Context: an optimization exercise on an open-source flow, tuned for small area. The choices shown serve that exercise and are no tape-out recipe. The RTL was checked by simulation tests, not by an equivalence proof against the original design. Power and IR drop assume default switching activity.

## ahb_system
module ahb_system (
    input          clk,
    input          rstn,
    input  [31:0]  m_addr_in,
    input  [2:0]   m_burst_in,
    input  [2:0]   m_size_in,
    input          m_sel_in,
    input          m_valid_in,
    input          m_write_in,
    input          m_delay_in,
    input          m_error_in,
    input  [31:0]  m_wdata_in,
    output         m_busy_out,
    output         m_error_out,
    output [31:0]  m_rdata_out,
    output         m_ready_out,
    output [31:0]  s0_addr_out,
    output [2:0]   s0_burst_out,
    output [2:0]   s0_size_out,
    output         s0_sel_out,
    output         s0_write_out,
    output [31:0]  s0_wdata_out,
    output         s0_error_out,
    input          s0_error_in,
    input  [31:0]  s0_rdata_in,
    input          s0_ready_in,
    output [31:0]  s1_addr_out,
    output [2:0]   s1_burst_out,
    output [2:0]   s1_size_out,
    output         s1_sel_out,
    output         s1_write_out,
    output [31:0]  s1_wdata_out,
    output         s1_error_out,
    input          s1_error_in,
    input  [31:0]  s1_rdata_in,
    input          s1_ready_in
);
export LEC_CHECK = 0
export ABC_AREA = 1
export CAP_MARGIN = 20
export CORE_MARGIN = 2
export CORE_UTILIZATION = 55
export CTS_BUF_LIST = sky130_fd_sc_hd__clkbuf_4
export SLEW_MARGIN = 20
create_clock -name core_clock -period 20.0 [get_ports {clk}]
standard.sh (not shown) runs the stock make flow with config.mk's settings and CLKGATE_MAP_FILE= SYNTH_SCRIPT=/design/flow/synth_recipe.tcl, a recipe that flattens the netlist after the stock synthesis.
==> flow/flow/run.sh <==
#!/bin/bash
# The standard layout (standard.sh: ORFS from synthesis to finish) with
# three changes to how the layout is made:
#  - synthesis maps the logic for area (synth_area.tcl: no adder cells, an
#    area-only ABC script);
#  - every port still gets a buffer, but the smallest one (buf_1);
#  - clock tree synthesis uses clkbuf_4 in clusters of at most 8 sinks and
#    adds no dummy loads.
# make's full output goes to standard.log here; each ORFS step's log is under
# orfs/logs/.
set -euo pipefail
here=$(pwd)
export FLOW_SYNTH_TCL="$here/synth_recipe.tcl"
export AREA_ABC_SCRIPT="$here/flow/abc_area.script"
export BUFFER_PORTS_ARGS="-buffer_cell sky130_fd_sc_hd__buf_1"
export CTS_ARGS="-sink_clustering_enable -repair_clock_nets -dont_use_dummy_load -buf_list sky130_fd_sc_hd__clkbuf_4 -sink_clustering_size 8 -sink_clustering_max_diameter 50"
sed "s#SYNTH_SCRIPT=[^ ]*#SYNTH_SCRIPT=$here/flow/synth_area.tcl#" standard.sh > standard_area.sh
grep -q "SYNTH_SCRIPT=$here/flow/synth_area.tcl" standard_area.sh
bash standard_area.sh > standard.log 2>&1
==> flow/flow/abc_area.script <==
strash
&get -n
&st
&deepsyn -T 30
&put
dch -f
amap -m
strash
dch -f
amap -m
topo
==> flow/flow/synth_area.tcl <==
# The standard flow's synthesis script (synth_recipe.tcl) with two changes to how the
# logic is mapped: Yosys does not pull out half and full adders for the
# adder cells (extract_fa), and ABC maps all the logic with an area-only
# script (abc_area.script beside this file) in place of the ORFS script.
# Registers are mapped before either step, so they are the same as in the
# standard synthesis.
proc extract_fa {args} {
  puts "synth_area.tcl: extract_fa skipped"
}
proc abc {args} {
  set i [lsearch $args -script]
  set args [lreplace $args $i [expr {$i + 1}] -script $::env(AREA_ABC_SCRIPT)]
  yosys abc {*}$args
}
source $::env(FLOW_SYNTH_TCL)
The starting point produced a clean layout.
Next try:
==> flow/flow/abc_area.script (replaced) <==
strash
&get -n
&st
&deepsyn -T 30
&put
dch -f
map -a
topo
CORE_UTILIZATION = 70   (was 55)
Result:
- power goes up by 5.0%
- area after synthesis goes up by 2.8%
- global-route usage goes up by 12 points
- first-iteration DRC count goes up by 98%
- fmax goes down by 10%
- die area goes down by 19%
Next try:
==> flow/flow/abc_area.script (replaced) <==
strash
&get -n
&st
&deepsyn -T 30
&put
dch -f
amap -m
topo
Cell area shrinks by 2.2%; worst setup slack improves by 1400 ps; sequential share of layout area grows by 1.1 points; cell count shrinks by 7.3%; maximum frequency grows by 10%; flip-flop and latch count does not change; total power shrinks by 3.5%; core utilization grows by 0.75 points; critical path depth shrinks by 5; global-route usage shrinks by 0.89 points.


Setup of run a:
Another version of the RTL of ahb_system (not shown whole).
Size: ~0.020 mm² of cells after synthesis.
==> flow/config.mk <==
export PLATFORM = sky130hd
export DESIGN_NAME = ahb_system
export DESIGN_NICKNAME = ahb_system
export VERILOG_FILES = /design/flow/design.v
export SDC_FILE = /design/flow/constraint.sdc
export NUM_CORES = 4
export LEC_CHECK = 0
export ABC_AREA = 1
export CAP_MARGIN = 20
export CORE_MARGIN = 2
export CORE_UTILIZATION = 70
export CTS_BUF_LIST = sky130_fd_sc_hd__clkbuf_4
export SLEW_MARGIN = 20
==> flow/constraint.sdc <==
create_clock -name core_clock -period 20.0 [get_ports {clk}]
set_input_delay 4.0000 -clock core_clock [delete_from_list [all_inputs] [get_ports {clk}]]
set_output_delay 4.0000 -clock core_clock [all_outputs]
set_load 0.01 [all_outputs]
==> flow/flow/run.sh <==
#!/bin/bash
# The standard layout (standard.sh: ORFS from synthesis to finish) with
# three changes to how the layout is made:
#  - synthesis maps the logic with an area-only ABC script (synth_area.tcl);
#  - every port still gets a buffer, but the smallest one (buf_1);
#  - clock tree synthesis uses clkbuf_4 and adds no dummy loads.
# make's full output goes to standard.log here; each ORFS step's log is under
# orfs/logs/.
set -euo pipefail
here=$(pwd)
export FLOW_SYNTH_TCL="$here/synth_recipe.tcl"
export AREA_ABC_SCRIPT="$here/flow/abc_area.script"
export BUFFER_PORTS_ARGS="-buffer_cell sky130_fd_sc_hd__buf_1"
export CTS_ARGS="-sink_clustering_enable -repair_clock_nets -dont_use_dummy_load -buf_list sky130_fd_sc_hd__clkbuf_4"
sed "s#SYNTH_SCRIPT=[^ ]*#SYNTH_SCRIPT=$here/flow/synth_area.tcl#" standard.sh > standard_area.sh
grep -q "SYNTH_SCRIPT=$here/flow/synth_area.tcl" standard_area.sh
bash standard_area.sh > standard.log 2>&1
==> flow/flow/abc_area.script <==
strash
dc2
dch -f
map -a
strash
dc2
dch -f
map -a
topo
==> flow/flow/synth_area.tcl <==
# The standard flow's synthesis script (synth_recipe.tcl) with one change: ABC maps the
# logic with an area-only script (abc_area.script beside this file) in place
# of the ORFS script. Registers are mapped before ABC runs, so they are the
# same as in the standard synthesis.
proc abc {args} {
  set i [lsearch $args -script]
  set args [lreplace $args $i [expr {$i + 1}] -script $::env(AREA_ABC_SCRIPT)]
  yosys abc {*}$args
}
source $::env(FLOW_SYNTH_TCL)
> inputs changed (run a -> run b)
==> flow/flow/run.sh <==
#!/bin/bash
# The standard layout (standard.sh: ORFS from synthesis to finish) with
# three changes to how the layout is made:
#  - synthesis maps the logic with an area-only ABC script (synth_area.tcl);
#  - every port still gets a buffer, but the smallest one (buf_1);
#  - clock tree synthesis uses clkbuf_4 in clusters of at most 8 sinks and
#    adds no dummy loads.
# make's full output goes to standard.log here; each ORFS step's log is under
# orfs/logs/.
set -euo pipefail
here=$(pwd)
export FLOW_SYNTH_TCL="$here/synth_recipe.tcl"
export AREA_ABC_SCRIPT="$here/flow/abc_area.script"
export BUFFER_PORTS_ARGS="-buffer_cell sky130_fd_sc_hd__buf_1"
export CTS_ARGS="-sink_clustering_enable -repair_clock_nets -dont_use_dummy_load -buf_list sky130_fd_sc_hd__clkbuf_4 -sink_clustering_size 8 -sink_clustering_max_diameter 50"
sed "s#SYNTH_SCRIPT=[^ ]*#SYNTH_SCRIPT=$here/flow/synth_area.tcl#" standard.sh > standard_area.sh
grep -q "SYNTH_SCRIPT=$here/flow/synth_area.tcl" standard_area.sh
bash standard_area.sh > standard.log 2>&1
==> flow/flow/abc_area.script <==
strash
&get -n
&st
&deepsyn -T 30
&put
dch -f
map -a
topo
==> run summary <==
Every run (run b and run a) finished clean. | portion of total power attributed to combinational logic | run b vs run a | 5.7 points lower |. Relative to run a, final critical delay including setup and external delays has decreased by 0.52 ns in run b. Cell count shrinks by a few percent when moving from run a to run b. Of run b and run a, run b shows the lower cell count after placement, with run a above it.


ahb_system, a different RTL version from the one above (not shown whole).
Size: about 2800 cells after synthesis, about 330 I/O pins.
Design ahb_system, start of the top module:
module ahb_system (
    input          clk,
    input          rstn,
    input  [31:0]  m_addr_in,
    input  [2:0]   m_burst_in,
    input  [2:0]   m_size_in,
    input          m_sel_in,
    input          m_valid_in,
    input          m_write_in,
    input          m_delay_in,
    input          m_error_in,
    input  [31:0]  m_wdata_in,
    output         m_busy_out,
    output         m_error_out,
    output [31:0]  m_rdata_out,
    output         m_ready_out,
    output [31:0]  s0_addr_out,
    output [2:0]   s0_burst_out,
    output [2:0]   s0_size_out,
    output         s0_sel_out,
    output         s0_write_out,
    output [31:0]  s0_wdata_out,
    output         s0_error_out,
    input          s0_error_in,
    input  [31:0]  s0_rdata_in,
    input          s0_ready_in,
    output [31:0]  s1_addr_out,
    output [2:0]   s1_burst_out,
    output [2:0]   s1_size_out,
    output         s1_sel_out,
    output         s1_write_out,
    output [31:0]  s1_wdata_out,
    output         s1_error_out,
    input          s1_error_in,
    input  [31:0]  s1_rdata_in,
    input          s1_ready_in
);
clock: 20.0 ns
lec_check: 0
abc_area: 1
cap_margin: 20
core_margin: 2
core_utilization: 70
cts_buf_list: sky130_fd_sc_hd__clkbuf_4
slew_margin: 20
run.sh (not shown) runs the stock make flow with config.mk's settings and CLKGATE_MAP_FILE= SYNTH_SCRIPT=/design/flow/synth_recipe.tcl, a recipe that flattens the netlist after the stock synthesis.
Stock flow here: none of the scripts above is used.
Edit:
CORE_UTILIZATION = 40   (was 70)
CTS_BUF_LIST = not set   (was sky130_fd_sc_hd__clkbuf_4)
The new run completed without violations.
Total power rose by a few percent.
Final cell count came out higher by a few percent.
Non-clock buffer count came out higher by 5.
Worst hold slack gets worse by 0.0096 ns.
Register-to-register slack is better by 0.13 ns.
Design area came out higher by a few percent.
Combinational power drops by a few percent.
Wire length drops by a few percent.
First-iteration DRC count decreases by well over a third.
Edit:
==> flow/flow/run.sh (new file) <==
#!/bin/bash
# The standard layout (standard.sh, ORFS from synthesis to finish) with two
# changes to how the layout is made: every port still gets a buffer, but the
# smallest one (buf_1), and clock tree synthesis adds no dummy loads.
set -euo pipefail
export BUFFER_PORTS_ARGS="-buffer_cell sky130_fd_sc_hd__buf_1"
export CTS_ARGS="-sink_clustering_enable -repair_clock_nets -dont_use_dummy_load -buf_list sky130_fd_sc_hd__clkbuf_4"
bash standard.sh > standard.log 2>&1
==> flow/standard.sh (new file) <==
#!/bin/bash
# synth_recipe.tcl (not shown) runs the flow's synth.tcl, then flattens the netlist and writes it again
# the make line also repeats each setting of config.mk as NAME=value (left out here)
make -C /OpenROAD-flow-scripts/flow DESIGN_CONFIG=/design/flow/config.mk WORK_HOME=/design/flow/orfs CLKGATE_MAP_FILE= SYNTH_SCRIPT=/design/flow/synth_recipe.tcl "${@:-finish}"
CORE_UTILIZATION = 70   (was 40)
CTS_BUF_LIST = sky130_fd_sc_hd__clkbuf_4   (was not set)
removed: flow/run.sh
What happened:
- critical path depth grows by 1
- routed wire length went down by 13%
- setup slack improved by 0.16 ns
- cell area fell by 12%

## afterwards: timing with drivers on the ports
The results above use ideal ports. As a check the final layouts listed here were re-extracted and re-timed, cells and wires unchanged. Step 1: set_driving_cell puts a clkbuf_16 on clk and a buf_2 on each other input, an assumption about the parent block. Step 2 times the ports against the registers' clock, not the clock port: input delays grow and output delays shrink by t, the midpoint of the rising clock arrivals with the driver on. Slacks: no drivers / after step 1 / after step 2; pairs: no drivers / after step 1.
| run | t, ns | slack for setup (ns) | hold slack, ns | slew at the worst register clock pin (ns) | cell pins on the clock port's net |
|---|---|---|---|---|---|
| the first run of note 1 | 0.752 | 7.166 / 7.166 / 7.166 | 0.303 / 0.303 / 0.303 | 0.10 / 0.10 | 1 |
| the second run of note 1 | 0.759 | 5.724 / 5.724 / 5.724 | 0.302 / 0.302 / 0.302 | 0.10 / 0.10 | 1 |
| the third run of note 1 | 0.758 | 7.080 / 7.080 / 7.080 | 0.312 / 0.312 / 0.312 | 0.10 / 0.10 | 1 |
| run a | 0.748 | 4.962 / 4.962 / 4.962 | 0.286 / 0.286 / 0.286 | 0.08 / 0.08 | 1 |
| run b | 0.740 | 5.485 / 5.485 / 5.485 | 0.285 / 0.285 / 0.285 | 0.11 / 0.11 | 1 |
| the first run of note 3 | 0.880 | 6.298 / 6.298 / 6.298 | 0.309 / 0.309 / 0.309 | 0.09 / 0.09 | 1 |
| the second run of note 3 | 0.629 | 6.426 / 6.426 / 6.426 | 0.299 / 0.299 / 0.299 | 0.06 / 0.06 | 1 |
| the third run of note 3 | 0.814 | 6.589 / 6.589 / 6.589 | 0.301 / 0.301 / 0.301 | 0.07 / 0.07 | 1 |
After both steps every run listed still meets setup and hold.
